This is an optimization exercise on Yosys and OpenROAD, whose aim is small area and a short achievable clock period, not a production implementation. No functional check of the RTL was part of any run shown here. Power figures rest on the tool's default switching activity, not on a simulated workload.

==> design.v <==
module signExtend(S, Q);
input [5:0] S;
output [7:0] Q;
assign Q = {S[5], S[5], S[5:0]};
endmodule
module two_to_one_mux(S0, S1, Q, select);
input [7:0] S0;
input [7:0] S1;
input select;
output [7:0] Q;
assign Q = (select == 0) ? S0 : S1;
endmodule
module control(OP, BSEL, CISEL, OSEL, SHIFT_LA, SHIFT_LR, LOGICAL_OP);  
input [2:0] OP;
output BSEL;
output CISEL;
output [1:0] OSEL;
output SHIFT_LA;
output SHIFT_LR;
output LOGICAL_OP;
wire q = (OP==3'b000 | OP ==3'b001);
wire w = (OP==3'b010 | OP==3'b011 | OP ==3'b100);
wire e = (OP==3'b101 | OP ==3'b110);
assign BSEL = OP[0];
assign CISEL = OP[0];
assign OSEL = (q ? 2'b00 : w ? 2'b01 : e ? 2'b10: q);
assign SHIFT_LA = (OP==3'b010);
assign SHIFT_LR = OP[1];
assign LOGICAL_OP = OP[0];
endmodule
module adder(A, B, CI, Y, C, V); 
  input [7:0] A;
  input [7:0] B;
  input CI;
  output  reg [7:0] Y;
  output reg C;
  output reg V;
  reg CI1;
  reg CI2;
  reg CI3;
  reg CI4;
  reg CI5;
  reg CI6;
  reg CI7;
  reg CI8;
always @(*)
	begin
		Y[0] = CI ^ A[0] ^ B[0];
		CI1 = (CI & A[0])|(CI & B[0])|(A[0] & B[0]);
		Y[1] = CI1^ A[1] ^ B[1];
		CI2 =(CI1 & A[1])|(CI1 & B[1])|(A[1] & B[1]);
		Y[2] =CI2 ^ A[2] ^ B[2];
		CI3 = (CI2 & A[2])|(CI2 & B[2])|(A[2] & B[2]);
		Y[3] = CI3 ^ A[3] ^ B[3];
		CI4 = (CI3 & A[3])|(CI3 & B[3])|(A[3] & B[3]);
		Y[4] = CI4 ^ A[4] ^ B[4];
		CI5 = (CI4 & A[4])|(CI4 & B[4])|(A[4] & B[4]);
		Y[5] = CI5 ^ A[5] ^ B[5];
		CI6 = (CI5 & A[5])|(CI5 & B[5])|(A[5] & B[5]);
		Y[6] = CI6 ^ A[6] ^ B[6];
		CI7 = (CI6 & A[6])|(CI6 & B[6])|(A[6] & B[6]);
		Y[7] = CI7 ^ A[7] ^ B[7];
		C = (CI7 & A[7])|(CI7 & B[7])|(A[7] & B[7]);
		V = (CI7==C) ? 0:1;
end
endmodule
module shifter(A, LA, LR, Y, C);
input [7:0] A;
input LA, LR;
output reg [7:0] Y;
output reg C;
   always @(*)
	begin
		if (LA==0 & LR==1)
			begin
			Y = {1'b0, A[7:1]};
			C = A[0];
			end
	else if (LA==0 & LR==0)
		begin
		Y = {A[6:0], 1'b0};
		C = A[7];
		end
	else
		begin
		Y = {A[7], A[7:1]};
		C = A[0];
		end
	end
endmodule
module logical(A, B, OP, Y);  
	input [7:0] A;
	input [7:0] B;
	input OP;
	output [7:0] Y;
	assign Y[0] = (~OP&(A[0]|B[0]))|(OP&(A[0]&B[0]));
	assign Y[1] = (~OP&(A[1]|B[1]))|(OP&(A[1]&B[1]));
	assign Y[2] = (~OP&(A[2]|B[2]))|(OP&(A[2]&B[2]));
	assign Y[3] = (~OP&(A[3]|B[3]))|(OP&(A[3]&B[3]));
	assign Y[4] = (~OP&(A[4]|B[4]))|(OP&(A[4]&B[4]));
	assign Y[5] = (~OP&(A[5]|B[5]))|(OP&(A[5]&B[5]));
	assign Y[6] = (~OP&(A[6]|B[6]))|(OP&(A[6]&B[6]));
	assign Y[7] = (~OP&(A[7]|B[7]))|(OP&(A[7]&B[7]));
endmodule
module alu(A, B, OP, Y, C, V, N, Z, BSEL, CSEL, OSEL, SHIFT_LA, SHIFT_LR, LOGICAL_OP, Y_ADD, Y_SHIFT, Y_LOG, C_ADD, C_SHIFT);
  input  [7:0]  A;
  input  [7:0]  B;
  input  [2:0]  OP;
  output [7:0]  Y;
  output [7:0]  Y_ADD;
  output [7:0]  Y_SHIFT;
  output [7:0]  Y_LOG;
  output        C;
  output C_ADD;
  output C_SHIFT;
  output        V;
  output        N;
  output        Z;
  output BSEL;
  output CSEL; 
  output [1:0] OSEL;
  output SHIFT_LA;
  output SHIFT_LR;
  output LOGICAL_OP;
adder add (
.A(A),
.B((BSEL) ? ~B : B),
.CI(CISEL),
.Y(Y_ADD),
.C(C_ADD),
.V(V)
);
shifter shift (
.A(A),
.LA(SHIFT_LA),
.LR(SHIFT_LR),
.Y(Y_SHIFT),
.C(C_SHIFT)
);
logical log (
.A(A),
.B(B),
.OP(LOGICAL_OP),
.Y(Y_LOG)
);
control con (
.OP(OP),
.BSEL(BSEL),
.CISEL(CISEL),
.OSEL(OSEL),
.SHIFT_LA(SHIFT_LA),
.SHIFT_LR(SHIFT_LR),
.LOGICAL_OP(LOGICAL_OP)
);
wire q = (OSEL == 2'b00);
wire w = (OSEL == 2'b01);
wire e = (OSEL == 2'b10);
assign Y = (q ? Y_ADD : w ? Y_SHIFT : e ? Y_LOG: Y_LOG);
assign C = (OSEL == 2'b00) ? C_ADD : (OSEL == 2'b01) ? C_SHIFT : 2'b0;
assign N = (Y[7:4] > 4'b0111);
assign Z = (Y[7:0]==8'b00000000);
endmodule
module registerFile(CLK, SA, SB, LD, DR, D_in, DataA, DataB, RESET);
input CLK;
input RESET;
input [2:0] SA;
input [2:0] SB;
input LD;
input [2:0] DR;
input [7:0] D_in;
output [7:0] DataA;
output [7:0] DataB;
reg [7:0] reg0, reg1, reg2, reg3, reg4, reg5, reg6, reg7;
assign DataA = (SA == 3'b0) ? reg0 :
					(SA == 3'b001) ? reg1 :
					(SA == 3'b010) ? reg2 :
					(SA == 3'b011) ? reg3 :
					(SA == 3'b100) ? reg4 :
					(SA == 3'b101) ? reg5 :
					(SA == 3'b110) ? reg6 :
					(SA == 3'b111) ? reg7 : 0;
assign DataB = (SB == 3'b0) ? reg0 :
					(SB == 3'b001) ? reg1 :
					(SB == 3'b010) ? reg2 :
					(SB == 3'b011) ? reg3 :
					(SB == 3'b100) ? reg4 :
					(SB == 3'b101) ? reg5 :
					(SB == 3'b110) ? reg6 :
					(SB == 3'b111) ? reg7 : 0;
always @(posedge CLK) begin
if(RESET) begin
reg0<=8'b0;
reg1<=8'b0;
reg2<=8'b0;
reg3<=8'b0;
reg4<=8'b0;
reg5<=8'b0;
reg6<=8'b0;
reg7<=8'b0;
end
else if(LD) begin
	case(DR)
		3'b000: reg0<=D_in;
		3'b001: reg1<=D_in;
		3'b010: reg2<=D_in;
		3'b011: reg3<=D_in;
		3'b100: reg4<=D_in;
		3'b101: reg5<=D_in;
		3'b110: reg6<=D_in;
		3'b111: reg7<=D_in;
	endcase
end
end
endmodule
module decoder(INST, DR, SA, SB, IMM, MB, FS, MD, LD, MW, BS, OFF, HALT);
input [15:0] INST;
output reg [2:0] DR;
output reg [2:0] SA;
output reg [2:0] SB;
output reg [5:0] IMM;
output reg [3:0] FS;
output reg [3:0] BS;
output reg [5:0] OFF;
output reg HALT;
output reg MB;
output reg MD;
output reg LD;
output reg MW;
always @(INST) begin
if(INST[15:12] == 4'b0000)begin
if(INST[2:0] == 3'b000)begin
	DR <= 3'b0;
	SA <= 3'b0;
	SB <= 3'b0;
	IMM <= 6'b0;
	FS <= 3'b0;
	MB <= 1'b0;
	OFF <= 6'b0;
	LD <= 1'b0;
	MW <= 1'b0;
	MD <= 1'b0;
	HALT<=1'b0;
	BS <= 3'b100;
end
else if(INST[2:0] == 3'b001)begin
	HALT <= 1'b1;
	DR <= 3'b0;
	SA <= 3'b0;
	SB <= 3'b0;
	OFF <= 6'b0;
	IMM <= 6'b0;
	FS <= 3'b0;
	MB <= 1'b0;
	LD <= 1'b0;
	MW <= 1'b0;
	MD <= 1'b0;
	BS <= 3'b100;
end
else begin
	DR <= 3'b0;
	SA <= 3'b0;
	SB <= 3'b0;
	OFF <= 6'b0;
	IMM <= 6'b0;
	FS <= 3'b0;
	MB <= 1'b0;
	LD <= 1'b0;
	MW <= 1'b0;
	MD <= 1'b0;
	BS <= 3'b100;
	HALT<=1'b0;
end
end	
else if(INST[15] == 0 && INST[14:12] != 3'b000)begin  
if(INST[15:12] == 4'b0010) begin
	IMM <= {INST[5:0]};
	DR <= 	INST[8:6];
	SA <= INST[11:9];
	SB <= 3'b0;
	MB <= 1'b1;
	LD <= 1'b1;
	MW <= 1'b0;
	BS <= 3'b100;
	OFF <= 6'b0;
	FS <= 3'b0;
	MD <= 1'b1;
	HALT<=1'b0;
end
else if(INST[15:12] == 4'b0100) begin
	IMM <= {INST[5:0]};
	DR <= 3'b0;
	SA <= INST[11:9];
	SB <= INST[8:6];
	MB <= 1'b1;
	OFF <= 6'b0;
	LD <= 1'b0;
	MW <= 1'b1;
	FS <= 3'b0;
	MD <= 1'b0;	
	BS <= 3'b100;
	HALT<=1'b0;
end
else if(INST[15:12] == 4'b0101) begin
	IMM <= INST[5:0];
	DR <= INST[8:6];
	SA <= INST[11:9];
	SB <= 3'b0;
	MB <= 1'b1;
	LD <= 1'b1;
	MW <= 1'b0;
	FS <= 3'b0;
	OFF <= 6'b0;
	BS <= 3'b100;
	HALT<=1'b0;
	MD <= 1'b0;
end
else if(INST[15:12] == 4'b0110) begin
	IMM <= {INST[5:0]};
	DR <= INST[8:6];
	SA <= INST[11:9];
	SB <= 3'b0;
	MB <= 1'b1;
	OFF <= 6'b0;
	LD <= 1'b1;
	MW <= 1'b0;
	FS <= 3'b101;
	MD <= 1'b0;
	BS <= 3'b100;
	HALT<=1'b0;
end
else if(INST[15:12] == 4'b0111) begin
	IMM <= {INST[5:0]};
	DR <= INST[8:6];
	SA <= INST[11:9];
	SB <= 3'b0;
	MB <= 1'b1;
	OFF <= 6'b0;
	LD <= 1'b1;
	MW <= 1'b0;
	FS <= 3'b110;
	MD <= 1'b0;
	BS <= 3'b100;
	HALT<=1'b0;
end	
else begin
	DR <= 3'b0;
	SA <= 3'b0;
	SB <= 3'b0;
	IMM <= 6'b0;
	FS <= 3'b0;
	MB <= 1'b0;
	OFF <= 6'b0;
	BS <= 3'b100;
	LD <= 1'b0;
	MW <= 1'b0;
	MD <= 1'b0;
	HALT<=1'b0;
end
end  
else if(INST[15:12] == 4'b1111) begin  
if(INST[2:0] == 3'b0)begin
	FS <= 3'b0;
	IMM <= 6'b0;
	DR <= INST[5:3];
	SA <= INST[11:9];
	SB <= INST[8:6];
	MB <= 1'b0;
	BS <= 3'b100;
	LD <= 1'b1;
	HALT<=1'b0;
	OFF <= 6'b0;
	MW <= 1'b0;
	MD <= 1'b0;
end
else if(INST[2:0] == 3'b001) begin
	FS <= 3'b001;
	IMM <= 6'b0;
	DR <= INST[5:3];
	SA <= INST[11:9];
	SB <= INST[8:6];
	MB <= 1'b0;
	OFF <= 6'b0;
	BS <= 3'b100;
	LD <= 1'b1;
	MW <= 1'b0;	
	MD <= 1'b0;
	HALT<=1'b0;
end
else if(INST[2:0] == 3'b010) begin
	FS <= 3'b010;
	IMM <= 6'b0;
	DR <= INST[5:3];
	SA <= INST[11:9];
	SB <= 3'b0;
	MB <= 1'b0;
	LD <= 1'b1;
	HALT<=1'b0;
	OFF <= 6'b0;
	MW <= 1'b0;
	BS <= 3'b100;
	MD <= 1'b0;
end
else if(INST[2:0] == 3'b011) begin
	FS <= 3'b011;
	IMM <= 6'b0;
	DR <= INST[5:3];
	SA <= INST[11:9];
	SB <= 3'b0;
	OFF <= 6'b0;
	MB <= 1'b0;
	BS <= 3'b100;
	LD <= 1'b1;
	HALT<=1'b0;
	MW <= 1'b0;
	MD <= 1'b0;
end
else if(INST[2:0] == 3'b100) begin
	FS <= 3'b100;
	IMM <= 6'b0;
	DR <= INST[5:3];
	SA <= INST[11:9];
	SB <= 3'b0;
	MB <= 1'b0;
	LD <= 1'b1;
	MW <= 1'b0;
	OFF <= 6'b0;
	HALT<=1'b0;
	BS <= 3'b100;
	MD <= 1'b0;
end
else if(INST[2:0] == 3'b101) begin
	FS <= 3'b101;
	DR <= INST[5:3];
	SA <= INST[11:9];
	SB <= INST[8:6];
	IMM <= 6'b0;
	OFF <= 6'b0;
	MB <= 1'b0;
	LD <= 1'b1;
	MW <= 1'b0;
	MD <= 1'b0;
	BS <= 3'b100;
	HALT<=1'b0;
end
else if(INST[2:0] == 3'b110) begin
	FS <= 3'b110;
	DR <= INST[5:3];
	SA <= INST[11:9];
	SB <= INST[8:6];
	IMM <= 6'b0;
	OFF <= 6'b0;
	MB <= 1'b0;
	LD <= 1'b1;
	MW <= 1'b0;
	MD <= 1'b0;
	BS <= 3'b100;
	HALT<=1'b0;
end
else begin
	DR <= 3'b0;
	SA <= 3'b0;
	SB <= 3'b0;
	IMM <= 6'b0;
	FS <= 3'b0;
	MB <= 1'b0;
	LD <= 1'b0;
	BS <= 3'b100;
	MW <= 1'b0;
	HALT<=1'b0;
	MD <= 1'b0;
	OFF <= 6'b0;
end
end  
else if(INST[15:14] == 2'b10) begin
if(INST[15:12] == 4'b1000) begin
	DR <= 3'b0;
	SA <= INST[11:9];
	SB <= INST[8:6];
	IMM <= 6'b0;
	FS<=3'b001;
	BS<=3'b0;
	HALT<=1'b0;
	MB<=1'b0;
	LD = 1'b0;
	MW = 1'b0;
	MD = 1'b0;
	OFF <= INST[5:0];
end
else if (INST[15:12] == 4'b1001) begin
	DR <= 3'b0;
	SA <= INST[11:9];
	SB <= INST[8:6];
	IMM <= 6'b0;
	FS<=3'b001;
	BS<=3'b001;
	HALT<=1'b0;
	MB<=1'b0;
	LD = 1'b0;
	MW = 1'b0;
	MD = 1'b0;
	OFF <= INST[5:0];
end
else if(INST[15:12] == 4'b1010) begin
	DR <= 3'b0;
	SA <= INST[11:9];
	SB <= 3'b0;
	IMM <= 6'b0;
	FS<=3'b001;
	BS<=3'b010;  
	HALT<=1'b0;
	MB<=1'b1;
	LD = 1'b0;
	MW = 1'b0;
	MD = 1'b0;
	OFF <= INST[5:0];
end
else if(INST[15:12] == 4'b1011) begin
	DR <= 3'b0;
	SA <= INST[11:9];
	SB <= 3'b0;
	IMM <= 6'b0;
	FS<=3'b001;
	BS<=3'b011;
	HALT<=1'b0;
	MB <=1'b1;
	LD = 1'b0;
	MW = 1'b0;
	MD = 1'b0;
	OFF <= INST[5:0];
end
else begin
	DR <= 3'b0;
	SA <= 3'b0;
	SB <= 3'b0;
	IMM <= 6'b0;
	FS <= 3'b0;
	BS <= 3'b0;
	HALT<=1'b0;
	MB <= 1'b0;
	LD <= 1'b0;
	MW <= 1'b0;
	MD <= 1'b0;
	OFF <= 6'b0;
end
end  
else begin
	DR <= 3'b0;
	SA <= 3'b0;
	SB <= 3'b0;
	IMM <= 6'b0;
	FS <= 3'b0;
	BS <= 3'b0;
	HALT<=1'b0;
	MB <= 1'b0;
	LD <= 1'b0;
	MW <= 1'b0;
	MD <= 1'b0;
	OFF <= 6'b0;
end
end 
endmodule
module cpu(CLK, RESET, EN_L, Iin, Din, PC, NextPC, DataA, DataB, DataC, DataD, MW);
  input         CLK;
  input         RESET;
  input         EN_L;
  input  [15:0] Iin;
  input  [7:0]  Din;
  output [7:0]  PC;
  output [7:0]  NextPC;
  output [7:0]  DataA;
  output [7:0]  DataB;
  output [7:0]  DataC;
  output [7:0]  DataD;
  output        MW;
  reg  [7:1] pc_q;
  reg        EN_LPrev;
  reg  [7:0] r0, r1, r2, r3, r4, r5, r6, r7;
  wire useA, useImm, doSub, doAdd, selC, isLB, isBr, isHALT, LD;
  wire doAnd, doOr, doRsh, doSra, doSll, doPass;
  wire [2:0] DR;
  wire [7:0] k;
  cpu_ctrl ctrl (.I(Iin), .useA(useA), .useImm(useImm), .doSub(doSub), .doAdd(doAdd), .selC(selC),
                 .doAnd(doAnd), .doOr(doOr), .doRsh(doRsh), .doSra(doSra), .doSll(doSll),
                 .doPass(doPass), .isLB(isLB), .isSB(MW), .isBr(isBr), .isHALT(isHALT), .LD(LD),
                 .DR(DR), .k(k));
  wire [7:0] sa, sb, sm, a, b, bm;
  cpu_dec3 dec_a (.s(Iin[11:9]), .y(sa));
  cpu_dec3 dec_b (.s(Iin[8:6]), .y(sb));
  cpu_dec3 dec_m (.s(Iin[8:6]), .y(sm));
  genvar i;
  generate
    for (i = 0; i < 8; i = i + 1) begin : rd
      wire [7:0] ri = {r7[i], r6[i], r5[i], r4[i], r3[i], r2[i], r1[i], r0[i]};
      cpu_rd8  pa (.s(sa), .r(ri), .y(a[i]));
      cpu_rd8  pb (.s(sb), .r(ri), .y(b[i]));
      cpu_rd8m pm (.s(sm), .r(ri), .u(useImm), .y(bm[i]));
    end
  endgenerate
  assign DataB = b;
  cpu_mux8 amux (.s(useA), .d1(a), .d0(r0), .y(DataA));
  wire [7:0] sum;
  cpu_add8 add (.a(a), .bm(bm), .k(k), .ci(doSub), .s(sum));
  wire [7:0] nother, notherC;
  generate
    for (i = 0; i < 8; i = i + 1) begin : oth
      cpu_oth1 o (.a(a[i]), .bm(bm[i]), .k(k[i]), .al(i > 0 ? a[i-1] : 1'b0),
                  .ar(i < 7 ? a[i+1] : a[7]), .r0l(i > 0 ? r0[i-1] : 1'b0), .din(Din[i]),
                  .useA(useA), .isLB(isLB), .doAnd(doAnd), .doOr(doOr),
                  .doRsh(i < 7 ? doRsh : doSra), .doSll(doSll), .doPass(doPass),
                  .nD(nother[i]), .nC(notherC[i]));
    end
  endgenerate
  generate
    for (i = 0; i < 8; i = i + 1) begin : res
      wire sd, sc;
      g_nand2 d0 (.a(sum[i]), .b(doAdd), .y(sd));
      g_nand2 d1 (.a(sd), .b(nother[i]), .y(DataD[i]));
      g_nand2 c0 (.a(sum[i]), .b(selC), .y(sc));
      g_nand2 c1 (.a(sc), .b(notherC[i]), .y(DataC[i]));
    end
  endgenerate
  wire halt = isHALT & ~EN_L & EN_LPrev;
  wire taken;
  wire [7:1] pc_inc, pc_br, npc;
  cpu_taken tk (.a(a), .b(bm), .op(Iin[13:12]), .isBr(isBr), .taken(taken));
  cpu_pcadd pa (.pc(pc_q), .off(Iin[5:0]), .inc(pc_inc), .br(pc_br));
  cpu_pcsel ps (.pc(pc_q), .inc(pc_inc), .br(pc_br), .taken(taken), .halt(halt), .npc(npc));
  assign NextPC = {npc, 1'b0};
  assign PC = {pc_q, 1'b0};
  wire [7:0] wd = RESET ? 8'd0 : DataC;
  wire [7:0] we = {8{RESET}} | ({8{LD}} & (8'd1 << DR));
  always @(posedge CLK) begin
    EN_LPrev <= EN_L;
    if (RESET) pc_q <= 7'd0;
    else       pc_q <= npc;
    if (we[0]) r0 <= wd;
    if (we[1]) r1 <= wd;
    if (we[2]) r2 <= wd;
    if (we[3]) r3 <= wd;
    if (we[4]) r4 <= wd;
    if (we[5]) r5 <= wd;
    if (we[6]) r6 <= wd;
    if (we[7]) r7 <= wd;
  end
endmodule
module cpu_ctrl(I, useA, useImm, doSub, doAdd, selC, doAnd, doOr, doRsh, doSra, doSll, doPass,
                isLB, isSB, isBr, isHALT, LD, DR, k);
  input  [15:0] I;
  output useA, useImm, doSub, doAdd, selC, doAnd, doOr, doRsh, doSra, doSll, doPass;
  output isLB, isSB, isBr, isHALT, LD;
  output [2:0] DR;
  output [7:0] k;
  wire [3:0] op = I[15:12];
  wire [2:0] fn = I[2:0];
  wire isR    = (op == 4'b1111) & (fn != 3'b111);
  assign isLB = (op == 4'b0010);
  assign isSB = (op == 4'b0100);
  wire isIALU = (op[3:2] == 2'b01) & (op[1:0] != 2'b00);    
  assign isBr = (op[3:2] == 2'b10);
  assign isHALT = (op == 4'b0000) & (fn == 3'b001);
  assign useA   = isR | isLB | isSB | isIALU | isBr;        
  assign useImm = ~op[3];                                   
  assign doSub  = (op[3:1] == 3'b100) | ((op == 4'b1111) & (fn == 3'b001));   
  assign doAdd  = isLB | isSB | (op == 4'b0101) | (isR & fn[2:1] == 2'b00) | (isBr & ~op[1]);
  assign selC   = doAdd & ~isLB;
  assign doAnd  = isR ? (fn == 3'b101) : (op == 4'b0110);
  assign doOr   = isR ? (fn == 3'b110) : (op == 4'b0111);
  assign doSra  = isR & (fn == 3'b010);
  assign doRsh  = isR & (fn[2:1] == 2'b01);                 
  assign doSll  = isR & (fn == 3'b100);
  assign doPass = isBr & op[1];                             
  assign LD = isR | isLB | isIALU;
  assign DR = isR ? I[5:3] : I[8:6];
  assign k = ({8{useImm}} & {{2{I[5]}}, I[5:0]}) | {8{doSub}};
endmodule
module cpu_dec3(s, y);
  input  [2:0] s;
  output [7:0] y;
  assign y = 8'd1 << s;
endmodule
module cpu_rd8(s, r, y);
  input  [7:0] s, r;
  output y;
  assign y = |(s & r);
endmodule
module cpu_rd8m(s, r, u, y);
  input  [7:0] s, r;
  input  u;
  output y;
  assign y = |(s & r) & ~u;
endmodule
module cpu_mux8(s, d1, d0, y);
  input s;
  input [7:0] d1, d0;
  output [7:0] y;
  assign y = s ? d1 : d0;
endmodule
module cpu_oth1(a, bm, k, al, ar, r0l, din, useA, isLB, doAnd, doOr, doRsh, doSll, doPass, nD, nC);
  input  a, bm, k, al, ar, r0l, din;
  input  useA, isLB, doAnd, doOr, doRsh, doSll, doPass;
  output nD, nC;
  wire b = bm | k;                   
  wire o = (doAnd & a & b) | (doOr & (a | b)) | (doRsh & ar) | (doSll & al) | (doPass & a) |
           (~useA & r0l);
  assign nD = ~o;
  assign nC = ~(isLB ? din : o);
endmodule
module cpu_add8(a, bm, k, ci, s);
  input  [7:0] a, bm, k;
  input  ci;
  output [7:0] s;
  wire [7:0] b;
  genvar j;
  generate
    for (j = 0; j < 8; j = j + 1) begin : ox
      g_xor2 x (.a(bm[j]), .b(k[j]), .y(b[j]));
    end
  endgenerate
  wire [6:0] ng, nt;
  wire [7:0] p;
  genvar i;
  generate
    for (i = 0; i < 7; i = i + 1) begin : l0
      g_nand2 gg (.a(a[i]), .b(b[i]), .y(ng[i]));
      g_nor2  gt (.a(a[i]), .b(b[i]), .y(nt[i]));
    end
    for (i = 0; i < 8; i = i + 1) begin : lp
      g_xor2  gp (.a(a[i]), .b(b[i]), .y(p[i]));
    end
  endgenerate
  wire nci;
  g_inv  i_ci (.a(ci), .y(nci));
  wire c1, G21, T21, G43, T43, G65, T65;
  g_o21ai l1a (.a1(nt[0]), .a2(nci), .b1(ng[0]), .y(c1));
  g_o21ai l1b (.a1(nt[2]), .a2(ng[1]), .b1(ng[2]), .y(G21));
  g_nor2  l1c (.a(nt[2]), .b(nt[1]), .y(T21));
  g_o21ai l1d (.a1(nt[4]), .a2(ng[3]), .b1(ng[4]), .y(G43));
  g_nor2  l1e (.a(nt[4]), .b(nt[3]), .y(T43));
  g_o21ai l1f (.a1(nt[6]), .a2(ng[5]), .b1(ng[6]), .y(G65));
  g_nor2  l1g (.a(nt[6]), .b(nt[5]), .y(T65));
  wire g1, t1, g5, t5;
  g_inv i_g1 (.a(ng[1]), .y(g1));
  g_inv i_t1 (.a(nt[1]), .y(t1));
  g_inv i_g5 (.a(ng[5]), .y(g5));
  g_inv i_t5 (.a(nt[5]), .y(t5));
  wire nc2, nc3, nG53, nT53, nG63, nT63;
  g_a21oi l2a (.a1(t1), .a2(c1), .b1(g1), .y(nc2));
  g_a21oi l2b (.a1(T21), .a2(c1), .b1(G21), .y(nc3));
  g_a21oi l2c (.a1(t5), .a2(G43), .b1(g5), .y(nG53));
  g_nand2 l2d (.a(t5), .b(T43), .y(nT53));
  g_a21oi l2e (.a1(T65), .a2(G43), .b1(G65), .y(nG63));
  g_nand2 l2f (.a(T65), .b(T43), .y(nT63));
  wire nG43, nT43;
  g_inv i_G43 (.a(G43), .y(nG43));
  g_inv i_T43 (.a(T43), .y(nT43));
  wire c4, c5, c6, c7;
  g_o21ai l3a (.a1(nt[3]), .a2(nc3), .b1(ng[3]), .y(c4));
  g_o21ai l3b (.a1(nT43), .a2(nc3), .b1(nG43), .y(c5));
  g_o21ai l3c (.a1(nT53), .a2(nc3), .b1(nG53), .y(c6));
  g_o21ai l3d (.a1(nT63), .a2(nc3), .b1(nG63), .y(c7));
  g_xor2  s0 (.a(p[0]), .b(ci), .y(s[0]));
  g_xor2  s1 (.a(p[1]), .b(c1), .y(s[1]));
  g_xnor2 s2 (.a(p[2]), .b(nc2), .y(s[2]));
  g_xnor2 s3 (.a(p[3]), .b(nc3), .y(s[3]));
  g_xor2  s4 (.a(p[4]), .b(c4), .y(s[4]));
  g_xor2  s5 (.a(p[5]), .b(c5), .y(s[5]));
  g_xor2  s6 (.a(p[6]), .b(c6), .y(s[6]));
  g_xor2  s7 (.a(p[7]), .b(c7), .y(s[7]));
endmodule
module cpu_taken(a, b, op, isBr, taken);
  input  [7:0] a, b;
  input  [1:0] op;
  input  isBr;
  output taken;
  wire eq = (a == b);
  assign taken = isBr & (op[1] ? (a[7] ^ ~op[0]) : (eq ^ op[0]));
endmodule
module cpu_pcadd(pc, off, inc, br);
  input  [7:1] pc;
  input  [5:0] off;
  output [7:1] inc, br;
  assign inc = pc + 7'd1;
  wire [7:0] t = {pc, 1'b1} + {off[5], off, 1'b1};
  assign br = t[7:1];
endmodule
module cpu_pcsel(pc, inc, br, taken, halt, npc);
  input  [7:1] pc, inc, br;
  input  taken, halt;
  output [7:1] npc;
  wire [7:1] nt = halt ? pc : inc;
  assign npc = taken ? br : nt;
endmodule
module g_nand2(a, b, y);
  input a, b;
  output y;
  assign y = ~(a & b);
endmodule
module g_nand4(a, b, c, d, y);
  input a, b, c, d;
  output y;
  assign y = ~(a & b & c & d);
endmodule
module g_xor2(a, b, y);
  input a, b;
  output y;
  assign y = a ^ b;
endmodule
module g_a22oi(a1, a2, b1, b2, y);
  input a1, a2, b1, b2;
  output y;
  assign y = ~((a1 & a2) | (b1 & b2));
endmodule
module g_a41oi(a1, a2, a3, a4, b1, y);
  input a1, a2, a3, a4, b1;
  output y;
  assign y = ~((a1 & a2 & a3 & a4) | b1);
endmodule
module g_nor2(a, b, y);
  input a, b;
  output y;
  assign y = ~(a | b);
endmodule
module g_inv(a, y);
  input a;
  output y;
  assign y = ~a;
endmodule
module g_xnor2(a, b, y);
  input a, b;
  output y;
  assign y = ~(a ^ b);
endmodule
module g_o21ai(a1, a2, b1, y);
  input a1, a2, b1;
  output y;
  assign y = ~((a1 | a2) & b1);
endmodule
module g_a21oi(a1, a2, b1, y);
  input a1, a2, b1;
  output y;
  assign y = ~((a1 & a2) | b1);
endmodule
==> flow/run.sh <==
#!/bin/bash
# The standard layout (the standard.sh), with the input and output ports buffered by
# sky130_fd_sc_hd__buf_2 instead of the cell buffer_ports picks by default.
set -euo pipefail
export BUFFER_PORTS_ARGS="-buffer_cell sky130_fd_sc_hd__buf_2"
bash standard.sh > flow_make.log 2>&1
==> standard.sh <==
#!/bin/bash
# synth_recipe.tcl (not shown) runs the flow's synth.tcl, then flattens the netlist and writes it again
# the make line also repeats each setting of config.mk as NAME=value (left out here)
make -C /OpenROAD-flow-scripts/flow DESIGN_CONFIG=/design/flow/config.mk WORK_HOME=/design/flow/orfs CLKGATE_MAP_FILE= SYNTH_SCRIPT=/design/flow/synth_recipe.tcl "${@:-finish}"
==> config.mk <==
export PLATFORM = sky130hd
export DESIGN_NAME = cpu
export DESIGN_NICKNAME = cpu
export VERILOG_FILES = /design/flow/design.v
export SDC_FILE = /design/flow/constraint.sdc
export NUM_CORES = 4
export LEC_CHECK = 0
export CAP_MARGIN = 20
export CORE_MARGIN = 2
export CORE_UTILIZATION = 60
export CTS_BUF_LIST = sky130_fd_sc_hd__clkbuf_8
export SETUP_SLACK_MARGIN = 4.0
export SLEW_MARGIN = 20
export SYNTH_HIERARCHICAL = 1
==> constraint.sdc <==
create_clock -name core_clock -period 11.5 [get_ports {CLK}]
set_input_delay 2.3000 -clock core_clock [delete_from_list [all_inputs] [get_ports {CLK}]]
set_output_delay 2.3000 -clock core_clock [all_outputs]
set_load 0.01 [all_outputs]
==> results_dict.tcl, run 1 <==
set metrics [dict create \
    grt_setup_unrepaired "yes" \
    numCtsBuffers 9 \
    synth_warnings 7 \
    synth_fa_ha_area_share_pct 1.934 \
    vias 5359 \
    p_seq_share_pct 40.8 \
    comb_power_share_pct 36.4 \
    grt_overflow_total 0 \
    wirelength_um 17650 \
    finalClockSkew_ps 11.38 \
    hold_viol 0 \
    layout-drive-gt1-share_pct 25.42 \
    maxCapViolations 0 \
    synth_top_family_by_area "compound AO/OA/AOI/OAI gates" \
    internal_power_uw 532.9 \
    fin_tns_setup_ps 0 \
    start_util_pct 61.07 \
    p_leak_uw 0.002518 \
    preCtsSetupSlack_ps 3311 \
    dp_cells 752 \
    start_kind "primary input" \
    core_sq_um 9109 \
    period_share_pct 64.02 \
    clk_path_buf_depth 2 \
    relSlewSlack_pct 24.37 \
    port-buffer-count 73 \
    whs_path_depth 3 \
    postSynth.asyncResetShare_pct 0 \
    grt_max_degree 24 \
    gp_congestion 0.9302 \
    place_hpwl_um 12770 \
    holdPathEnd "pc_q[1]$_SDFF_PP0_" \
    setup_violations 0 \
    grt_use_total_pct 35.00 \
    grt_pass1_wl_um 26650 \
    min_path_type "reg2reg" \
    diodes 0 \
    crit_path_max_fanout 17 \
    first_pass_iters 6 \
    clkSinkCount 72 \
    drc 0 \
    fin_ws_ps 4137 \
    slew_viol_final 0 \
    yosys-top-cells-area "edfxtp_1, a22oi_1, xor2_1" \
    worst_slew_pin_slew_ps 1134 \
    r2r_start "r3[1]$_DFFE_PP_" \
    path_class "in2out" \
    syn_avg_cell_area_sq_um 9.708 \
    seq_area_frac_synth_pct 37.43 \
    cp_data_arrival_time_ps 5060 \
    cts_root_buf "clkbuf_8" \
    worst_ep_required_time_ps 9200 \
    status "complete, no violations" \
    synth-compound-area-share_pct 25.35 \
    synth_top_area_share_pct 34.55 \
    ant_nets 0 \
    p_per_area_nw_per_um2 136.6 \
    area_growth_pct 15.81 \
    fp.dieH_um 100.3 \
    synthesis.area_sq_um 5563 \
    synth-xor-area-share_pct 6.118 \
    io_pins 76 \
    fillCellCount 719 \
    wl_per_cell_um 22.86 \
    synth_mux_area_share_pct 5.825 \
    fin_nets 691 \
    synth.ff_latch_count 72 \
    end_kind "output port" \
    max_freq_mhz 135.8 \
    htree_levels 3 \
    drt_iter0_markers 638 \
    antenna_found_initial 0 \
    period_needed_ps 7363 \
    synth_cells 573 \
    pwr-share-clk_pct 22.8 \
    ys.flop_type "edfxtp_1" \
    dieArea_sq_um 10060 \
    cts_tree "yes" \
    yosysTopAreaCell "edfxtp_1" \
    vdd_drop_max_mv 0.1170 \
    fp.dieW_um 100.3 \
    path_clk_slew_ps 90 \
    synth.distinct_cells 68 \
    min_from "pc_q[1]$_SDFF_PP0_" \
    swShare_pct 39.47 \
    synth-simple-area-share_pct 19.48 \
    final_cells 772 \
    synth-edff-count 64 \
    grt_pass1_vias 4863 \
    clk_latency_ps 360 \
    vias_per_cell 6.942 \
    timing.rr.end "r4[7]$_DFFE_PP_" \
    reg2reg_slack_ps 8180 \
    ff2ff_path_depth 10 \
    std_cell_rows 35 \
    p_sw_uw 347.4 \
    cts.hold.buffers_added 0 \
]
cell usage in the layout, fill, tap and decap left out, drive strengths merged, types with 9 or more instances in the layout:
cell and count:
edfxtp 64, nand4 17, clkbuf 12, nor3b 11, nor2 24, buf 78, and3b 9, nor2b 19
a22oi 104, mux2 19, nor3 14, a21oi 17, o21ai 34, nand2 56, inv 37, xor2 31
nand2b 11
state kept, by name, indices dropped and copies added (netlist names), 8 cells and up:
| signal | count |
|---|---|
| r0 | 8 |
| r4 | 8 |
| r5 | 8 |
| r6 | 8 |
| r3 | 8 |
| r1 | 8 |
| r7 | 8 |
| r2 | 8 |
routing by layer:
metal / part of all wire, % / wire, um / track usage [%] / vias to the layer above
met4: 3.2 / 563 / 12.75 / 0
met2: 46 / 8078 / 54.36 / 376
li1: - / - / - / 2404
met5: 0 / 0 / 0 / -
met1: 39 / 6955 / 48.90 / 2527
met3: 12 / 2051 / 6.825 / 52
critical path: stages:
cell and delay (ps):
clkbuf_4 210, nor3_4 450, a22oi_1 190, a41oi_2 260, xor2_1 320, nor2_1 100, o21ai_2 230, a21oi_2 140
o21ai_1 200, xor2_1 220, nand2_1 90, nand2_1 190, buf_2 160
cell families (layout without fill, tap and decap cells):
family                     Yosys count  count (layout)
AOI/OAI and AO/OA                  194             194
xor gates and xnor gates            38              38
adders and majority gates            8               8
buffers and inverters               44             129
DFF                                 72              72
muxes                               27              27
other                                1               4
and+or+nand+nor                    189             189
per-module statistics from Yosys (local to each module, per instance), a selection:
module | cells | flops+latches
cpu_ctrl | 56 | 0
cpu_oth1 | 8 | 0
cpu_mux8 | 9 | 0
cpu_rd8 | 5 | 0
g_xor2 | 1 | 0
cpu_rd8m | 5 | 0
cpu_pcsel | 23 | 0
g_o21ai | 1 | 0
g_a21oi | 1 | 0
cpu | 106 | 72
g_nor2 | 1 | 0
cpu_taken | 24 | 0
g_nand2 | 1 | 0
g_xnor2 | 1 | 0
cpu_dec3 | 8 | 0
power by group through the flow:
stage	Clock, uW	Combinational (uW)	Sequential, uW
after CTS	197	313	358
after detailed placement	0	306	364
after global placement	0	300	363
after floorplan	0	210	353
final	201	320	359
after global routing	207	347	362
synth_stat cells (3+ instances only):
cell type and count:
nand2b_1 10, and3b_2 9, xor2_1 30, nor3_1 12, nand4_1 17, xnor2_1 7
a21oi_2 4, ha_1 7, a22oi_1 104, mux2_2 11, mux2i_1 8, nor2_1 24
dfxtp_1 8, nand2_1 56, o21ai_0 19, o2111a_1 8, nand3_1 7, buf_4 8
nor2b_1 18, a21oi_1 13, nor3b_1 11, a31o_1 4, mux2_4 8, and3_2 3
and2_1 3, o21ai_1 15, inv_1 31, edfxtp_1 64, a41oi_1 8
metrics by stage:
step                      power (uW)  util, %  cell area [sq um]  hold WS (ps)
after floorplan                563.3        -               5574         797.1
after global placement         663.5    65.98               6010         724.4
after detailed placement       669.2    66.03               6015         736.0
after CTS                      867.4    69.63               6342         749.0
after global routing           916.4    70.73               6442         795.4
final                          880.3    70.73               6442         746.3
worst max path at each step:
stage	start	endpoint	slack, ps	cells past startpoint
floorplan	Iin[6]	DataC[4]	4560	11
global placement	Iin[8]	NextPC[7]	3490	10
detailed placement	Iin[7]	NextPC[5]	3310	10
CTS	Iin[8]	DataC[7]	4020	14
global route	Iin[11]	DataC[7]	3960	12
finish	Iin[6]	DataC[7]	4140	13
area by class of cell:
cell class              instances  area (sq um)  area share (%)
repair buffers                 81         467.9           7.264
multi-input cells             460          3448           53.52
clock buffers                   9         123.9           1.923
inverters                      32         120.1           1.864
flip-flops and latches         72          2082           32.32
well taps                     111         138.9           2.156
clock inverters                 7         61.31          0.9516
what timing repair did:
action,CTS,global route
gates cloned,0,0
endpoints found under the setup margin,21,15
resized for setup,13,15
setup buffers,4,0
==> inputs of run 2 (changes only) <==
--- a/config.mk
+++ b/config.mk
@@ -10,5 +10,5 @@
 export CORE_UTILIZATION = 60
 export CTS_BUF_LIST = sky130_fd_sc_hd__clkbuf_8
-export SETUP_SLACK_MARGIN = 4.0
+export SETUP_SLACK_MARGIN = 4.5
 export SLEW_MARGIN = 20
 export SYNTH_HIERARCHICAL = 1
==> run 2 against run 1 <==
Still clean on timing, DRC and antenna. First-iteration DRC count up 16%. Die area unchanged. Via count grew 8.7%. Maximum frequency is 2.3% higher. Setup slack better by 170 ps. Register-to-register slack improved by 120 ps. Global-route usage increased by 1.9 points. Clock skew barely moved. Power up 8.6%. Cell count increased by 6.9%. Largest power group is now combinational cells.
==> results_dict.tcl, run 2 <==
set metrics [dict create \
    fin_nets 744 \
    period_share_pct 62.58 \
    syn_avg_cell_area_sq_um 9.708 \
    clk_latency_ps 360 \
    synth.distinct_cells 68 \
    hold_viol 0 \
    setup_violations 0 \
    yosys-top-cells-area "edfxtp_1, a22oi_1, xor2_1" \
    pwr-share-clk_pct 20.7 \
    drt_iter0_markers 740 \
    grt_overflow_total 0 \
    p_seq_share_pct 37.8 \
    vdd_drop_max_mv 0.1206 \
    wl_per_cell_um 23.82 \
    finalClockSkew_ps 11.60 \
    ant_nets 0 \
    dp_cells 752 \
    cts_root_buf "clkbuf_8" \
    hold_ws_ps 785.0 \
    gp_congestion 0.9302 \
    final_cell_mix "a22oi_1, edfxtp_1, buf_2" \
    synth_cells 573 \
    synthesis.area_sq_um 5563 \
    p_per_area_nw_per_um2 131.0 \
    antenna_found_initial 0 \
    postSynth.asyncResetShare_pct 0 \
    fp.dieW_um 100.3 \
    clkSinkCount 72 \
    area_growth_pct 31.15 \
    path_clk_slew_ps 90 \
    yosysTopAreaCell "edfxtp_1" \
    diodes 0 \
    start_util_pct 61.07 \
    vias_per_cell 7.063 \
    ys.flop_type "edfxtp_1" \
    cp_data_arrival_time_ps 4900 \
    status "complete, no violations" \
    post_dp_cell_area_sq_um 6015 \
    cp_slowest_cell "and3b_2" \
    synth_most_common_cell "a22oi_1" \
    maxCapViolations 0 \
    seq_area_frac_synth_pct 37.43 \
    grt_use_total_pct 36.87 \
    comb_power_share_pct 41.5 \
    synth_warnings 7 \
    period_needed_ps 7197 \
    fin_ws_ps 4303 \
    worst_ep_required_time_ps 9200 \
    vias 5827 \
    final_cells 825 \
    first_pass_iters 8 \
    synth_top_cells_by_count "a22oi_1, edfxtp_1, nand2_1" \
    min_path_type "reg2reg" \
    internal_power_uw 578.0 \
    regArea_sq_um 2082 \
    numCtsBuffers 9 \
    grt_setup_unrepaired "yes" \
    end_kind "output port" \
    multiInputGateArea_sq_um 3771 \
    dieArea_sq_um 10060 \
    path_class "in2out" \
    preCtsSetupSlack_ps 3311 \
    core_sq_um 9109 \
    fillCellCount 567 \
    cts_tree "yes" \
    mostFrequentLayoutCell "a22oi_1" \
    slew_viol_final 0 \
    drc 0 \
    htree_levels 3 \
    swShare_pct 39.53 \
    layout-drive-gt1-share_pct 37.96 \
    crit_chain "buf_12 > and3b_2 > a22oi_2 > a41oi_2 > buf_4 > xor2_4 > nor4_4 > a21oi_1 > nand4b_1 > buf_6 > o21ai_2 > buf_2" \
    start_kind "primary input" \
    grt_pass1_wl_um 28150 \
    place_hpwl_um 12770 \
    synth-edff-count 64 \
    worst_slew_pin_slew_ps 1308 \
    wirelength_um 19650 \
    crit_path_max_fanout 8 \
    synth.ff_latch_count 72 \
    synth_top_area_share_pct 34.55 \
    fin_tns_setup_ps 0 \
    port-buffer-count 73 \
    max_stage_delay_ps 390 \
    std_cell_rows 35 \
    grt_max_degree 24 \
    max_freq_mhz 139.0 \
    p_leak_uw 0.002893 \
    relSlewSlack_pct 12.16 \
    grt_pass1_vias 5217 \
    finalInstanceArea_sq_um 7296 \
    clk_path_buf_depth 2 \
    fp.dieH_um 100.3 \
    io_pins 76 \
    p_sw_uw 377.9 \
]
run 2: changes by cell type in the layout (fill, tap and decap cells not counted), moves of 8 or more:
cell     change
a22oi_1     -12
a22oi_2     +12
buf_2        -8
buf_4       +48
buf_6       +10
o21ai_1     -10
o21ai_2     +12
xor2_1       -8
run 2: worst paths after layout:
| check | cells past startpoint | from | slack, ps | end |
|---|---|---|---|---|
| max | 12 | Iin[8] | 4300 | NextPC[5] |
| min | 3 | pc_q[1]$_SDFF_PP0_ | 790 | pc_q[1]$_SDFF_PP0_ |
| min reg2reg | 3 | pc_q[1]$_SDFF_PP0_ | 790 | pc_q[1]$_SDFF_PP0_ |
| max reg2reg | 12 | r0[2]$_DFFE_PP_ | 8300 | r4[7]$_DFFE_PP_ |
run 2: what timing repair did:
action	in CTS	in global routing
gates resized for setup	65	58
hold buffers	0	0
buffers inserted	35	19
pin swaps	23	37
cloned	1	2
setup endpoints to repair	23	17
run 2: worst max-delay path: cells and delay by family:
| kind | cells | cell delay [ps] |
|---|---|---|
| compound gates | 4 | 720 |
| xor+xnor | 1 | 80 |
| buf+inv | 4 | 720 |
| simple gates | 3 | 1080 |
run 2: cell type report:
| class | count | share of cell area [%] |
|---|---|---|
| Multi-Input combinational cell | 460 | 51.69 |
| Timing Repair Buffer | 134 | 13.65 |
| Sequential cell | 72 | 28.54 |
| Inverter | 32 | 1.681 |
| Clock buffer | 9 | 1.698 |
| Tap cell | 111 | 1.904 |
| Clock inverter | 7 | 0.8403 |
run 2: cells by family after synthesis:
family / count (synthesis) / share of synthesized area, %
adders and majority gates: 8 / 1.934
xor gates and xnor gates: 38 / 6.118
AOI/OAI and AO/OA: 194 / 25.35
and+or+nand+nor: 189 / 19.48
DFF: 72 / 37.43
other: 1 / 0.06741
buffers and inverters: 44 / 3.801
muxes: 27 / 5.826
run 2: routing by layer:
metal	track usage (%)	vias up	share of wire, %	wire, um
met3	7.730	127	11	2255
met5	0	-	0	0
met4	15.38	0	5.8	1140
met1	49.93	2726	37	7296
li1	-	2512	-	-
met2	57.72	462	46	8961
run 2: power groups by stage:
stage	Sequential, uW	Clock [uW]	Combinational [uW]
floorplan	353	0	210
global placement	363	0	300
detailed placement	364	0	306
CTS	358	197	348
global route	364	206	420
finish	362	197	397
run 2: through the flow:
| step | power (uW) | util, % |
|---|---|---|
| floorplan | 563.3 | - |
| global placement | 663.5 | 65.98 |
| detailed placement | 669.2 | 66.03 |
| CTS | 902.8 | 74.96 |
| global route | 991.0 | 80.10 |
| finish | 955.9 | 80.10 |
run 2: per-module statistics from Yosys, one instance, submodules excluded, excerpt:
module / area (sq um) / flip-flops and latches / cells inside
g_o21ai: 5.005 / 0 / 1
cpu_dec3: 65.06 / 0 / 8
cpu_pcadd: 381.6 / 0 / 53
cpu_rd8m: 38.79 / 0 / 5
cpu_rd8: 36.28 / 0 / 5
cpu_ctrl: 369.1 / 0 / 56
g_xor2: 8.758 / 0 / 1
cpu_mux8: 131.4 / 0 / 9
==> inputs of run 3 (changes only) <==
--- a/design.v
+++ b/design.v
@@ -577,15 +577,14 @@
   reg  [7:0] r0, r1, r2, r3, r4, r5, r6, r7;
   wire useA, useImm, doSub, doAdd, selC, isLB, isBr, isHALT, LD;
-  wire doAnd, doOr, doRsh, doSra, doSll, doPass;
+  wire doAnd, doOr, doRsh, doSra, doSll, doOP;
   wire [2:0] DR;
   wire [7:0] k;
   cpu_ctrl ctrl (.I(Iin), .useA(useA), .useImm(useImm), .doSub(doSub), .doAdd(doAdd), .selC(selC),
                  .doAnd(doAnd), .doOr(doOr), .doRsh(doRsh), .doSra(doSra), .doSll(doSll),
-                 .doPass(doPass), .isLB(isLB), .isSB(MW), .isBr(isBr), .isHALT(isHALT), .LD(LD),
+                 .doOP(doOP), .isLB(isLB), .isSB(MW), .isBr(isBr), .isHALT(isHALT), .LD(LD),
                  .DR(DR), .k(k));
-  wire [7:0] sa, sb, sm, a, b, bm;
+  wire [7:0] sa, sb, a, b, bm;
   cpu_dec3 dec_a (.s(Iin[11:9]), .y(sa));
   cpu_dec3 dec_b (.s(Iin[8:6]), .y(sb));
-  cpu_dec3 dec_m (.s(Iin[8:6]), .y(sm));
   genvar i;
   generate
@@ -593,19 +592,27 @@
       wire [7:0] ri = {r7[i], r6[i], r5[i], r4[i], r3[i], r2[i], r1[i], r0[i]};
       cpu_rd8  pa (.s(sa), .r(ri), .y(a[i]));
-      cpu_rd8  pb (.s(sb), .r(ri), .y(b[i]));
-      cpu_rd8m pm (.s(sm), .r(ri), .u(useImm), .y(bm[i]));
+      cpu_rd8m pb (.s(sb), .r(ri), .u(useImm), .y(b[i]), .ym(bm[i]));
     end
   endgenerate
   assign DataB = b;
-  cpu_mux8 amux (.s(useA), .d1(a), .d0(r0), .y(DataA));
-  wire [7:0] sum;
-  cpu_add8 add (.a(a), .bm(bm), .k(k), .ci(doSub), .s(sum));
+  wire nuseA;
+  g_inv iua (.a(useA), .y(nuseA));
+  generate
+    for (i = 0; i < 8; i = i + 1) begin : am
+      wire m1, m0;
+      g_nand2 n1 (.a(useA), .b(a[i]), .y(m1));
+      g_nand2 n0 (.a(nuseA), .b(r0[i]), .y(m0));
+      g_nand2 n2 (.a(m1), .b(m0), .y(DataA[i]));
+    end
+  endgenerate
+  wire [7:0] sum, bx;
+  cpu_add8 add (.a(a), .bm(bm), .k(k), .ci(doSub), .s(sum), .bx(bx));
   wire [7:0] nother, notherC;
   generate
     for (i = 0; i < 8; i = i + 1) begin : oth
-      cpu_oth1 o (.a(a[i]), .bm(bm[i]), .k(k[i]), .al(i > 0 ? a[i-1] : 1'b0),
+      cpu_oth1 o (.a(a[i]), .b(bx[i]), .al(i > 0 ? a[i-1] : 1'b0),
                   .ar(i < 7 ? a[i+1] : a[7]), .r0l(i > 0 ? r0[i-1] : 1'b0), .din(Din[i]),
-                  .useA(useA), .isLB(isLB), .doAnd(doAnd), .doOr(doOr),
-                  .doRsh(i < 7 ? doRsh : doSra), .doSll(doSll), .doPass(doPass),
+                  .nuseA(nuseA), .isLB(isLB), .doAnd(doAnd), .doOr(doOr), .doOP(doOP),
+                  .doRsh(i < 7 ? doRsh : doSra), .doSll(doSll),
                   .nD(nother[i]), .nC(notherC[i]));
     end
@@ -621,9 +628,26 @@
   endgenerate
   wire halt = isHALT & ~EN_L & EN_LPrev;
-  wire taken;
+  wire taken, ntaken;
   wire [7:1] pc_inc, pc_br, npc;
-  cpu_taken tk (.a(a), .b(bm), .op(Iin[13:12]), .isBr(isBr), .taken(taken));
-  cpu_pcadd pa (.pc(pc_q), .off(Iin[5:0]), .inc(pc_inc), .br(pc_br));
-  cpu_pcsel ps (.pc(pc_q), .inc(pc_inc), .br(pc_br), .taken(taken), .halt(halt), .npc(npc));
+  wire [7:0] eqb;
+  wire eq0, eq1;
+  generate
+    for (i = 0; i < 8; i = i + 1) begin : cmp
+      g_xnor2 x (.a(a[i]), .b(bm[i]), .y(eqb[i]));
+    end
+  endgenerate
+  g_nand4 e0 (.a(eqb[0]), .b(eqb[1]), .c(eqb[2]), .d(eqb[3]), .y(eq0));
+  g_nand4 e1 (.a(eqb[4]), .b(eqb[5]), .c(eqb[6]), .d(eqb[7]), .y(eq1));
+  cpu_taken tk (.neq0(eq0), .neq1(eq1), .a7(a[7]), .op(Iin[13:12]), .isBr(isBr), .taken(taken), .ntaken(ntaken));
+  cpu_pcinc pi (.pc(pc_q), .halt(halt), .inc(pc_inc));
+  cpu_pcbr  pb (.pc(pc_q), .off(Iin[5:0]), .br(pc_br));
+  generate
+    for (i = 1; i < 8; i = i + 1) begin : ps
+      wire m1, m0;
+      g_nand2 n1 (.a(taken), .b(pc_br[i]), .y(m1));
+      g_nand2 n0 (.a(ntaken), .b(pc_inc[i]), .y(m0));
+      g_nand2 n2 (.a(m1), .b(m0), .y(npc[i]));
+    end
+  endgenerate
   assign NextPC = {npc, 1'b0};
   assign PC = {pc_q, 1'b0};
@@ -644,8 +668,8 @@
   end
 endmodule
-module cpu_ctrl(I, useA, useImm, doSub, doAdd, selC, doAnd, doOr, doRsh, doSra, doSll, doPass,
+module cpu_ctrl(I, useA, useImm, doSub, doAdd, selC, doAnd, doOr, doRsh, doSra, doSll, doOP,
                 isLB, isSB, isBr, isHALT, LD, DR, k);
   input  [15:0] I;
-  output useA, useImm, doSub, doAdd, selC, doAnd, doOr, doRsh, doSra, doSll, doPass;
+  output useA, useImm, doSub, doAdd, selC, doAnd, doOr, doRsh, doSra, doSll, doOP;
   output isLB, isSB, isBr, isHALT, LD;
   output [2:0] DR;
@@ -669,5 +693,6 @@
   assign doRsh  = isR & (fn[2:1] == 2'b01);                 
   assign doSll  = isR & (fn == 3'b100);
-  assign doPass = isBr & op[1];                             
+  wire doPass   = isBr & op[1];                             
+  assign doOP   = doOr | doPass;
   assign LD = isR | isLB | isIALU;
   assign DR = isR ? I[5:3] : I[8:6];
@@ -684,31 +709,27 @@
   assign y = |(s & r);
 endmodule
-module cpu_rd8m(s, r, u, y);
+module cpu_rd8m(s, r, u, y, ym);
   input  [7:0] s, r;
   input  u;
-  output y;
-  assign y = |(s & r) & ~u;
-endmodule
-module cpu_mux8(s, d1, d0, y);
-  input s;
-  input [7:0] d1, d0;
-  output [7:0] y;
-  assign y = s ? d1 : d0;
-endmodule
-module cpu_oth1(a, bm, k, al, ar, r0l, din, useA, isLB, doAnd, doOr, doRsh, doSll, doPass, nD, nC);
-  input  a, bm, k, al, ar, r0l, din;
-  input  useA, isLB, doAnd, doOr, doRsh, doSll, doPass;
+  output y, ym;
+  wire t = |(s & r);
+  assign y = t;
+  assign ym = t & ~u;
+endmodule
+module cpu_oth1(a, b, al, ar, r0l, din, nuseA, isLB, doAnd, doOr, doOP, doRsh, doSll, nD, nC);
+  input  a, b, al, ar, r0l, din;
+  input  nuseA, isLB, doAnd, doOr, doOP, doRsh, doSll;
   output nD, nC;
-  wire b = bm | k;                   
-  wire o = (doAnd & a & b) | (doOr & (a | b)) | (doRsh & ar) | (doSll & al) | (doPass & a) |
-           (~useA & r0l);
+  wire x = (doAnd & b) | doOP;
+  wire o = (a & x) | (doOr & b) | (doRsh & ar) | (doSll & al) | (nuseA & r0l);
   assign nD = ~o;
-  assign nC = ~(isLB ? din : o);
+  assign nC = ~o & ~(isLB & din);
 endmodule
-module cpu_add8(a, bm, k, ci, s);
+module cpu_add8(a, bm, k, ci, s, bx);
   input  [7:0] a, bm, k;
   input  ci;
-  output [7:0] s;
+  output [7:0] s, bx;
   wire [7:0] b;
+  assign bx = b;
   genvar j;
   generate
@@ -768,26 +789,58 @@
   g_xor2  s7 (.a(p[7]), .b(c7), .y(s[7]));
 endmodule
-module cpu_taken(a, b, op, isBr, taken);
-  input  [7:0] a, b;
+module cpu_taken(neq0, neq1, a7, op, isBr, taken, ntaken);
+  input  neq0, neq1, a7;
   input  [1:0] op;
   input  isBr;
-  output taken;
-  wire eq = (a == b);
-  assign taken = isBr & (op[1] ? (a[7] ^ ~op[0]) : (eq ^ op[0]));
+  output taken, ntaken;
+  wire eq = ~(neq0 | neq1);
+  assign taken = isBr & (op[1] ? (a7 ^ ~op[0]) : (eq ^ op[0]));
+  assign ntaken = ~taken;
 endmodule
-module cpu_pcadd(pc, off, inc, br);
+module cpu_pcinc(pc, halt, inc);
+  input  [7:1] pc;
+  input  halt;
+  output [7:1] inc;
+  assign inc = pc + {6'd0, ~halt};
+endmodule
+module cpu_pcbr(pc, off, br);
   input  [7:1] pc;
   input  [5:0] off;
-  output [7:1] inc, br;
-  assign inc = pc + 7'd1;
-  wire [7:0] t = {pc, 1'b1} + {off[5], off, 1'b1};
-  assign br = t[7:1];
-endmodule
-module cpu_pcsel(pc, inc, br, taken, halt, npc);
-  input  [7:1] pc, inc, br;
-  input  taken, halt;
-  output [7:1] npc;
-  wire [7:1] nt = halt ? pc : inc;
-  assign npc = taken ? br : nt;
+  output [7:1] br;
+  wire [6:0] x = pc;
+  wire [6:0] y = {off[5], off};
+  wire [6:0] p;
+  wire [6:1] s;
+  genvar i;
+  generate
+    for (i = 1; i < 7; i = i + 1) begin : lp
+      g_xor2 gp (.a(x[i]), .b(y[i]), .y(p[i]));
+    end
+  endgenerate
+  g_xnor2 s0 (.a(x[0]), .b(y[0]), .y(br[1]));
+  wire nc1, ng1, nt1, ng3, nt3, ng5, nt5, g2, t2, g4, t4;
+  g_nor2  t0n (.a(x[0]), .b(y[0]), .y(nc1));    
+  g_nand2 g1n (.a(x[1]), .b(y[1]), .y(ng1));
+  g_nor2  t1n (.a(x[1]), .b(y[1]), .y(nt1));
+  g_and2  g2p (.a(x[2]), .b(y[2]), .y(g2));
+  g_or2   t2p (.a(x[2]), .b(y[2]), .y(t2));
+  g_nand2 g3n (.a(x[3]), .b(y[3]), .y(ng3));
+  g_nor2  t3n (.a(x[3]), .b(y[3]), .y(nt3));
+  g_and2  g4p (.a(x[4]), .b(y[4]), .y(g4));
+  g_or2   t4p (.a(x[4]), .b(y[4]), .y(t4));
+  g_nand2 g5n (.a(x[5]), .b(y[5]), .y(ng5));
+  g_nor2  t5n (.a(x[5]), .b(y[5]), .y(nt5));
+  wire c2, nc3, c4, nc5, c6;
+  g_o21ai k2 (.a1(nt1), .a2(nc1), .b1(ng1), .y(c2));
+  g_a21oi k3 (.a1(t2), .a2(c2), .b1(g2), .y(nc3));
+  g_o21ai k4 (.a1(nt3), .a2(nc3), .b1(ng3), .y(c4));
+  g_a21oi k5 (.a1(t4), .a2(c4), .b1(g4), .y(nc5));
+  g_o21ai k6 (.a1(nt5), .a2(nc5), .b1(ng5), .y(c6));
+  g_xnor2 s1 (.a(p[1]), .b(nc1), .y(br[2]));
+  g_xor2  s2 (.a(p[2]), .b(c2), .y(br[3]));
+  g_xnor2 s3 (.a(p[3]), .b(nc3), .y(br[4]));
+  g_xor2  s4 (.a(p[4]), .b(c4), .y(br[5]));
+  g_xnor2 s5 (.a(p[5]), .b(nc5), .y(br[6]));
+  g_xor2  s6 (.a(p[6]), .b(c6), .y(br[7]));
 endmodule
 module g_nand2(a, b, y);
@@ -841,2 +894,12 @@
   assign y = ~((a1 & a2) | b1);
 endmodule
+module g_and2(a, b, y);
+  input a, b;
+  output y;
+  assign y = a & b;
+endmodule
+module g_or2(a, b, y);
+  input a, b;
+  output y;
+  assign y = a | b;
+endmodule
--- a/config.mk
+++ b/config.mk
@@ -10,5 +10,5 @@
 export CORE_UTILIZATION = 60
 export CTS_BUF_LIST = sky130_fd_sc_hd__clkbuf_8
-export SETUP_SLACK_MARGIN = 4.5
+export SETUP_SLACK_MARGIN = 4.0
 export SLEW_MARGIN = 20
 export SYNTH_HIERARCHICAL = 1
==> run 3 against run 2 <==
Still clean on timing, DRC and antenna. Setup slack worse by 69 ps. Cell area is 16% lower. Via count down 21%. Critical path type unchanged. Largest power group is now registers. Highest routed layer unchanged.
==> results_dict.tcl, run 3 <==
set metrics [dict create \
    layout-drive-gt1-share_pct 34.89 \
    vias_per_cell 6.351 \
    postSynth.asyncResetShare_pct 0 \
    mostFrequentLayoutCell "nand2_1" \
    clkSinkCount 72 \
    grt_max_degree 24 \
    whs_path_depth 4 \
    synth-edff-count 64 \
    multiInputGateArea_sq_um 3131 \
    synth_top_area_share_pct 36.48 \
    cts.hold.buffers_added 0 \
    start_kind "primary input" \
    fp.dieW_um 97.70 \
    p_leak_uw 0.002497 \
    comb_power_share_pct 36.2 \
    dieArea_sq_um 9544 \
    place_hpwl_um 10670 \
    fin_nets 643 \
    fin_util_pct 70.89 \
    synth_most_common_cell "nand2_1" \
    cpLargestDelayFamily "simple AND/OR/NAND/NOR gates" \
    grt_setup_unrepaired "no" \
    start_util_pct 61.00 \
    fp.dieH_um 97.70 \
    synth.distinct_cells 53 \
    gp_congestion 0.9248 \
    p_seq_share_pct 41.3 \
    final_cell_mix "nand2_1, buf_2, edfxtp_1" \
    status "complete, no violations" \
    dp_cells 699 \
    vias 4617 \
    ant_nets 0 \
    maxCapViolations 0 \
    clk_latency_ps 360 \
    crit_buf_inv 2 \
    cp_data_arrival_time_ps 4970 \
    syn_avg_cell_area_sq_um 10.11 \
    drc 0 \
    setup_violations 0 \
    max_stage_delay_ps 540 \
    fillCellCount 687 \
    core_sq_um 8636 \
    hold_viol 0 \
    end_kind "output port" \
    max_freq_mhz 137.6 \
    grt_pass1_wl_um 22450 \
    period_needed_ps 7266 \
    worst_slew_pin_slew_ps 1140 \
    fin_ws_ps 4234 \
    cp_slowest_cell "nor3b_2" \
    seq_area_frac_synth_pct 39.52 \
    cts_tree "yes" \
    holdPathEnd "pc_q[7]$_SDFF_PP0_" \
    min_from "pc_q[7]$_SDFF_PP0_" \
    final_cells 727 \
    slew_viol_final 0 \
    grt_use_total_pct 29.62 \
    cts_root_buf "clkbuf_8" \
    path_clk_slew_ps 90 \
    fin_tns_setup_ps 0 \
    yosysTopAreaCell "edfxtp_1" \
    first_pass_iters 6 \
    synth_cells 521 \
    synth_top_cells_by_count "nand2_1, edfxtp_1, a22oi_1, a22oi_2, xor2_1" \
    crit_chain "buf_2 > nor3b_2 > a22oi_1 > nand4_1 > xnor2_1 > nand4_1 > nor3_2 > a21oi_2 > mux2i_2 > nand2_1 > nand2_1 > buf_2" \
    synth_warnings 7 \
    std_cell_rows 34 \
    p_sw_uw 335.2 \
    grt_pass1_vias 4166 \
    min_path_type "reg2reg" \
    grt_overflow_total 0 \
    preCtsSetupSlack_ps 3855 \
    path_class "in2out" \
    regArea_sq_um 2082 \
    clk_path_buf_depth 2 \
    relSlewSlack_pct 23.76 \
    period_share_pct 63.18 \
    r2r_start "r0[0]$_DFFE_PP_" \
    timing.rr.end "r6[5]$_DFFE_PP_" \
    internal_power_uw 538.4 \
    worst_ep_required_time_ps 9200 \
    synthesis.area_sq_um 5268 \
    io_pins 76 \
    vdd_drop_max_mv 0.1238 \
    port-buffer-count 73 \
    yosys-top-cells-area "edfxtp_1, a22oi_2, nand2_1" \
    ff2ff_path_depth 10 \
    ys.flop_type "edfxtp_1" \
    wl_per_cell_um 19.71 \
    antenna_found_initial 0 \
    pwr-share-clk_pct 22.5 \
    finalClockSkew_ps 12.51 \
    reg2reg_slack_ps 8310 \
    numCtsBuffers 9 \
    wirelength_um 14330 \
    total_power_uw 873.6 \
    drt_iter0_markers 469 \
    synth.ff_latch_count 72 \
    htree_levels 3 \
    swShare_pct 38.37 \
    crit_path_max_fanout 9 \
    diodes 0 \
    area_growth_pct 16.22 \
    p_per_area_nw_per_um2 142.7 \
]
-- run 3: what timing repair did --
| action | in CTS | in global routing |
|---|---|---|
| gates resized for setup | 4 | 13 |
| setup buffers | 0 | 12 |
| endpoints found under the hold margin | 0 | 0 |
| endpoints found under the setup margin | 9 | 17 |
| pin swaps | 0 | 6 |
-- run 3: power by group through the flow --
stage | Combinational (uW) | Sequential (uW) | Clock (uW)
2_1_floorplan | 208 | 356 | 0
6_report | 316 | 361 | 197
4_1_cts | 297 | 360 | 199
3_3_place_gp | 288 | 365 | 0
5_1_grt | 346 | 364 | 210
3_5_place_dp | 295 | 365 | 0
-- run 3: per-stage QoR --
step	hold slack, ps	cell area, sq um
CTS	716.7	5964
floorplan	792.1	5279
global placement	695.9	5751
detailed placement	698.2	5751
finish	707.1	6122
global route	769.7	6122
-- run 3: how the worst max path moves through the flow --
stage	start	end	slack [ps]	cells past startpoint
3_5_place_dp	Iin[10]	NextPC[2]	3860	12
5_1_grt	Iin[11]	NextPC[3]	3970	12
2_1_floorplan	Iin[6]	DataC[4]	4170	11
6_report	Iin[10]	NextPC[2]	4230	12
4_1_cts	Iin[15]	DataC[7]	4020	13
3_3_place_gp	Iin[9]	NextPC[6]	3920	12
-- run 3: area by class of cell --
cell class	count	share of cell area, %
clock buffers	9	2.023
clock inverters	7	1.144
inverters	14	0.8584
multi-input cells	423	51.13
flip-flops and latches	72	34.01
well taps	108	2.207
repair buffers	94	8.625
-- run 3: Yosys stat by module (local to each module, per instance), a selection --
module     cells inside  times used  cell area [sq um]
cpu                 106           1               2316
cpu_pcinc            12           1              96.34
cpu_rd8               5           8              36.28
cpu_taken             7           1              60.06
g_xor2                1          31              8.758
g_or2                 1           2              6.256
cpu_ctrl             65           1              417.9
g_o21ai               1          11              5.005
cpu_oth1              6           8              52.55
g_a21oi               1           6              8.758
g_nand4               1           2              6.256
g_inv                 1           8              3.754
-- run 3: layer usage --
layer	global-route usage [%]	part of all wire (%)	wire length, um	up-vias
li1	-	-	-	2161
met1	44.40	46	6531	2198
met2	44.93	46	6604	238
met3	4.820	7.0	1001	20
met4	7.799	1.4	194	0
met5	0	0	0	-
-- run 3: worst register-to-register path: stages (launching register included) --
cell      delay (ps)
edfxtp_1         480
a22oi_1          220
nand4_1          430
nor2_1           270
o21ai_2          120
a21oi_2          300
o21ai_1          130
xor2_1           220
nand2_1           90
nand2_1          150
nor2b_1          520
-- run 3: kinds of logic after synthesis --
kind of cell             synth area share, %
AND/OR/NAND/NOR                        19.55
AO/OA/AOI/OAI                          27.77
flip-flops                             39.52
XOR/XNOR                               8.480
buffers and inverters                  2.827
multiplexers                           1.306
adder cells (fa/ha/maj)               0.4750
other                                0.07119

afterwards: timing with drivers on the ports:
How much do the figures lean on ideal ports? The routed layouts below were timed once more, with nothing changed but the port constraints. Step 1, drivers: a clkbuf_16 drives CLK and a buf_2 each remaining input, both assumed. Step 2, shift: input delay + t, output delay - t, t = (earliest + latest rising clock arrival at the registers) / 2. This alone moves slack from input paths to output paths. Slacks: ideal / step 1 / step 2; pairs: ideal / step 1.
| run | shift t [ns] | slack for setup (ns) | worst register clock-pin slew, ns |
|---|---|---|---|
| run 1 | 0.393 | 4.137 / 4.115 / 4.115 | 0.09 / 0.09 |
| run 2 | 0.388 | 4.303 / 4.213 / 4.213 | 0.10 / 0.10 |
| run 3 | 0.379 | 4.234 / 4.213 / 4.213 | 0.09 / 0.09 |
After both steps every run listed still meets setup and hold. The setup slack of run 2, which loses most, moves by -0.090 ns with the drivers and by -0.090 ns with both steps.
